This design comes from an exercise in tuning for small area on the open sky130 flow, not from production work.
Only simulation tests tie the RTL to the original design; equivalence was not proved.
Power and IR drop assume default switching activity.

## flow/design.v (module list and top-level ports; edited modules follow where they fit)
// module ALU_TOP: 635 lines
// module aout: 3 lines
// module cmp_bit: 5 lines
// module dec_post: 30 lines
// module dec_pre: 14 lines
// module eq_tree: 3 lines
// module fa_c: 4 lines
// module flag_out: 8 lines
// module ha_c: 4 lines
// module inv_c: 3 lines
// module logb: 3 lines
// module mux_i: 3 lines
// module mxi_c: 3 lines
// module nand_c: 3 lines
// module nor_c: 3 lines
// module okg_10: 3 lines
// module or_c: 3 lines
// module selg_10: 5 lines
// module selg_n: 5 lines
// module shb_nn: 3 lines
// module shb_nt: 3 lines
// module shb_tn: 3 lines
// module shb_tt: 3 lines
// module shb_tx: 3 lines
// module shb_xn: 3 lines
// module xor_c: 3 lines
module ALU_TOP (
  input  wire [15:0] A,
  input  wire [15:0] B,
  input  wire [3:0]  alu_fun,
  input  wire        clk,
  input  wire        rest,
  output wire [15:0] ari_out,
  output wire        carry_out,
  output wire        ari_flag,
  output wire [15:0] log_out,
  output wire        log_flag,
  output wire [15:0] cmp_out,
  output wire        cmp_flag,
  output wire [15:0] shift_out,
  output wire        shift_flag
);
  // ...
==> flow/flow/run.sh <==
#!/bin/bash
# Standard ORFS layout (standard.sh, with its unchanged synthesis), except:
#  - port buffers use the smallest buffer cell, not the one buffer_ports picks;
#  - the clock tree uses clkbuf_8 cells and no dummy loads (the tree stays
#    balanced by CTS as usual).
set -euo pipefail
bash standard.sh \
  "BUFFER_PORTS_ARGS=-buffer_cell sky130_fd_sc_hd__buf_1" \
  "CTS_ARGS=-sink_clustering_enable -repair_clock_nets -dont_use_dummy_load -buf_list sky130_fd_sc_hd__clkbuf_8" \
  finish > standard_flow.log 2>&1
==> flow/standard.sh <==
#!/bin/bash
# synth_recipe.tcl (not shown) runs the flow's synth.tcl, then flattens the netlist and writes it again
# the make line also repeats each setting of config.mk as NAME=value (left out here)
make -C /OpenROAD-flow-scripts/flow DESIGN_CONFIG=/design/flow/config.mk WORK_HOME=/design/flow/orfs CLKGATE_MAP_FILE= SYNTH_SCRIPT=/design/flow/synth_recipe.tcl "${@:-finish}"
==> flow/config.mk <==
export PLATFORM = sky130hd
export DESIGN_NAME = ALU_TOP
export DESIGN_NICKNAME = ALU_TOP
export VERILOG_FILES = /design/flow/design.v
export SDC_FILE = /design/flow/constraint.sdc
export NUM_CORES = 4
export LEC_CHECK = 0
export CAP_MARGIN = 5
export CORE_MARGIN = 2
export CORE_UTILIZATION = 60
export SLEW_MARGIN = 5
export SYNTH_HIERARCHICAL = 1
==> flow/constraint.sdc <==
create_clock -name core_clock -period 35.0 [get_ports {clk}]
set_input_delay 7.0000 -clock core_clock [delete_from_list [all_inputs] [get_ports {clk}]]
set_output_delay 7.0000 -clock core_clock [all_outputs]
set_load 0.01 [all_outputs]
==> impl_metrics.toml, run 1 <==
[global_route]
top_usage_layer = "met2"
gr-total-overflow = 0

[flow_run]
drv_cap = 0

[worst_hold_path]
hp-class = "in2async"

[clock_network]
clock_sinks = 49
cts_resized = 0

[drt]
route.vias.total = 5937
viasPerCell = 6.40

[layout]
clk_share_pct = 0.911
multi_input_area_um2 = 5650
comb.multi_input.count = 572
multi_input_area_share_pct = 74.8
final_cell_mix = "120 x fa_1, 118 x o22ai_1, 91 x buf_1"

[synth]
synthTopCellsByCount = "120 x fa_1, 120 x o22ai_1, 53 x inv_1"
synth-seq-area-share_pct = 14.6
post_synth_fa_ha_maj_area_fraction_pct = 41.0
syn_area_um2 = 6910
synthMuxAreaShare_pct = 4.63
yosysTopAreaCell = "fa_1"
ys_warn_count = 7
synth-xor-area-share_pct = 5.45

[pwr]
total_leakage_power_uw = 0.00292
p_total_uw = 229
p_sw_uw = 101
p_seq_share_pct = 29.8
sequentialPower_uw = 68.3
combPwrFrac_pct = 57.7
p_comb_uw = 132

[die]
tap_cells = 143
die_y_um = 111

[run_status]
status = "no timing/DRC/antenna violations"

[sta]
final-setup-viol-count = 0
final.period_utilization_pct = 96.4

[critical_path]
worstSetupStartpointType = "primary input"
cp.buffers_inverters = 7
crit_path_frequent_cell = "fa_1"
setup.worst_path.start = "alu_fun[3]"
==> inputs of run 2 (changes only) <==
--- a/flow/flow/run.sh
+++ b/flow/flow/run.sh
@@ -7,4 +7,4 @@
 bash standard.sh \
   "BUFFER_PORTS_ARGS=-buffer_cell sky130_fd_sc_hd__buf_1" \
-  "CTS_ARGS=-sink_clustering_enable -repair_clock_nets -dont_use_dummy_load -buf_list sky130_fd_sc_hd__clkbuf_8" \
+  "CTS_ARGS=-sink_clustering_enable -repair_clock_nets -dont_use_dummy_load -sink_clustering_size 25 -buf_list sky130_fd_sc_hd__clkbuf_8" \
   finish > standard_flow.log 2>&1
--- a/flow/config.mk
+++ b/flow/config.mk
@@ -6,7 +6,7 @@
 export NUM_CORES = 4
 export LEC_CHECK = 0
-export CAP_MARGIN = 5
+export CAP_MARGIN = 20
 export CORE_MARGIN = 2
 export CORE_UTILIZATION = 60
-export SLEW_MARGIN = 5
+export SLEW_MARGIN = 20
 export SYNTH_HIERARCHICAL = 1
==> run 2 against run 1 <==
Effect of this change: worst hold slack is the same; sequential share of layout area is the same; routed wire length did not move; combinational power barely moved; global-route usage unchanged; sequential cell count is the same; die area unchanged; core utilization unchanged; non-clock buffer count unchanged; critical endpoint unchanged; largest power group unchanged.
==> impl_metrics.toml, run 2 <==
[die]
fp.dieW_um = 111
core-area_um2 = 11300
io-pin-count = 107
start_util_pct = 61.1
die_y_um = 111
row_count = 39
dieArea_um2 = 12400

[sta]
holdWs_ns = 6.56
final-setup-viol-count = 0
max_clock_freq_mhz = 29.6
fin_crit_ns = 33.74
maxSlewHeadroom_pct = 21.4
final.period_utilization_pct = 96.4
hold_viol = 0
slew_violations = 0
tightestPinTransition_ns = 1.17

[clock_network]
clkTransAtPathRegs_ns = 0.07
clockRootBuffer = "clkbuf_8"
htree_levels = 2
numCtsBuffers = 5
cts_buffer_depth = 2
clock_sinks = 49
cts_tree = "yes"

[drt]
drc = 0
routedWlPerCell_um = 21.7
viasPerCell = 6.40
routed_wl_mm = 20.1
dr.pass1.iters = 5
ant_nets = 0
route.vias.total = 5937
drtIter0Drc = 525

[placed_design]
io_buffers = 92
placed_area_um2 = 7420
hpwlAfterDp_mm = 16.3
gp_congestion = 0.909

[layout]
largest_reg_flops = 16
syn2layout_area_growth_pct = 9.27
reg_top3 = "br x16, qr x11, rr x11"
final_cell_mix = "120 x fa_1, 118 x o22ai_1, 91 x buf_1"
top_register = "br"
final_common_cell = "fa_1"
nets = 950
fin_area_um2 = 7550
diodes = 0
post_route_cells_drive_above_1_share_pct = 9.57

[synth]
yosysTopAreaCell = "fa_1"
synth_area_leaders = "fa_1 35%, dfxtp_1 12%, o22ai_1 11%, maj3_2 5.2%, mux2i_1 4.6%"
synthTopCellsByCount = "120 x fa_1, 120 x o22ai_1, 53 x inv_1"
synthArstFlopShare_pct = 12.2
synth_edf_count = 0
ys_ff_latch = 49
syn_area_um2 = 6910
synth_ff_type = "dfxtp_1"
synthCells = 681
ys_warn_count = 7
syn_avg_cell_area_um2 = 10.2
synth_top_area_share_pct = 34.7
synth.distinct_cells = 46
synth-seq-area-share_pct = 14.6

[pwr]
power_density_nw_per_um2 = 30.4
ir_drop_uv = 14.9
p_total_uw = 229
total_leakage_power_uw = 0.00292

[critical_path]
cpMaxStageDelayCell = "fa_1"
worstSetupStartpointType = "primary input"
crit_required_ns = 35.14
critPathMaxStageDelay_ns = 0.46
crit_path_frequent_cell = "fa_1"
path_class = "in2reg"
worstPathMaxFanout = 11
cp-end-kind = "flip-flop"
crit_arrival_ns = 33.88

[run_status]
status = "no timing/DRC/antenna violations"

[flow_run]
drv_cap = 0

[global_route]
grt_antenna_before_repair = 0
top_usage_layer = "met2"
grt_pass1_vias = 6075
gr-total-overflow = 0
grt_use_met2_pct = 56.3
grtUsageTotal_pct = 32.4
grt_pass1_wl_mm = 31.7
met3_usage_pct = 2.99
grt_max_degree = 22
grtUsageMet1_pct = 42.4

[worst_hold_path]
hp-class = "in2async"
run 2: cell counts after synthesis:
Identical to the previous run, type by type.
run 2: kinds of logic (layout without fill, tap and decap cells):
group,after synthesis,after routing,synth area share (%)
and+or+nand+nor,124,124,8.79
buffers and inverters,73,163,5.16
AOI/OAI and AO/OA,201,201,20.2
adders and majority gates,158,158,41.0
DFF,49,49,14.6
xor gates and xnor gates,43,43,5.45
muxes,32,32,4.63
other,1,14,0.0542
run 2: final timing paths:
check                      startpoint    end  slack (ns)  cells after the start
max                        alu_fun[3]  rr[9]        1.26                    101
min                              rest   c[1]        6.56                      1
max in group asynchronous        rest   f[3]       28.16                      1
min in group core_clock          A[3]  ar[3]        6.89                      1
run 2: metrics by stage:
| stage | TNS (ns) | setup slack [ns] | utilization (%) | cells |
|---|---|---|---|---|
| after CTS | 0 | 0.763 | 66.1 | 925 |
| after global routing | -0.178 | -0.0361 | 66.7 | 927 |
| after detailed placement | 0 | 0.563 | 65.5 | 920 |
| after floorplan | 0 | 3.43 | - | 694 |
| after global placement | 0 | 1.13 | 65.5 | 920 |
| final | 0 | 1.26 | 66.7 | 927 |
run 2: repair_timing:
item / 4_1_cts / 5_1_grt
hold buffers: 0 / 0
setup buffers: 0 / 2
endpoints found under the setup margin: 0 / 12
resized for setup: 0 / 13
run 2: final cells by class:
type / count / area [µm²]
Tap cell: 143 / 179
Inverter: 53 / 199
Fill cell: 943 / 3770
Multi-Input combinational cell: 572 / 5650
Clock buffer: 5 / 68.8
Timing Repair Buffer: 105 / 444
Sequential cell: 49 / 1010
run 2: per-layer routing:
| metal | part of all wire (%) | vias up |
|---|---|---|
| li1 | - | 2675 |
| met5 | 0 | - |
| met3 | 6.4 | 45 |
| met1 | 40 | 2926 |
| met4 | 3.2 | 0 |
| met2 | 51 | 291 |
run 2: critical path: cells and delay by family:
family / cells / cell delay [ns]
AOI/OAI and AO/OA: 22 / 5.13
adders and majority gates: 55 / 18.61
buffers and inverters: 7 / 0.57
and+or+nand+nor: 17 / 2.53
run 2: Yosys stat by module (local to each module, per instance), a selection:
| module | cells inside | copies in the design | flip-flops and latches | area [µm²] |
|---|---|---|---|---|
| mux_i | 1 | 120 | 0 | 6.26 |
| mxi_c | 1 | 16 | 0 | 10.0 |
| or_c | 1 | 6 | 0 | 6.26 |
| cmp_bit | 3 | 16 | 0 | 28.8 |
| shb_tx | 1 | 1 | 0 | 8.76 |
| ha_c | 1 | 6 | 0 | 12.5 |
| nor_c | 1 | 19 | 0 | 3.75 |
| inv_c | 1 | 48 | 0 | 3.75 |
| flag_out | 10 | 1 | 0 | 75.1 |
| fa_c | 1 | 120 | 0 | 20.0 |
| shb_nn | 3 | 2 | 0 | 20.0 |
| xor_c | 1 | 10 | 0 | 8.76 |
run 2: power by group:
group          total [µW]  leakage, µW  internal, µW  switching (µW)
clock                28.7    0.0000359          12.9            15.8
combinational         132      0.00245          55.7            76.7
sequential           68.3     0.000432          59.7            8.60
total                 229      0.00292           128             101

==> separate check: timing with driven ports <==
No port has a modelled driver above. Below, the same layouts with a new extraction and two added sets of constraints.
Step 1 sets driving cells, clkbuf_16 on the clock port and buf_2 on the other inputs (assumed; they add their load-dependent delay and slew).
Step 2 moves the port delays by t, midway between the first and last clock arrival at a register: inputs arrive t later, outputs are due t later. That takes back most of the time a late clock gives input paths.
Three values: no drivers, after step 1, after step 2; two values: the first two.
run | t, ns | setup WS [ns] | worst hold slack (ns) | worst slew at a driven data input, ns
run 1 | 0.319 | 1.257 / 1.268 / 0.949 | 6.557 / 6.547 / 6.865 | 0.05
run 2 | 0.319 | 1.257 / 1.268 / 0.949 | 6.557 / 6.547 / 6.865 | 0.05
After both steps setup and hold are still met in every run listed.
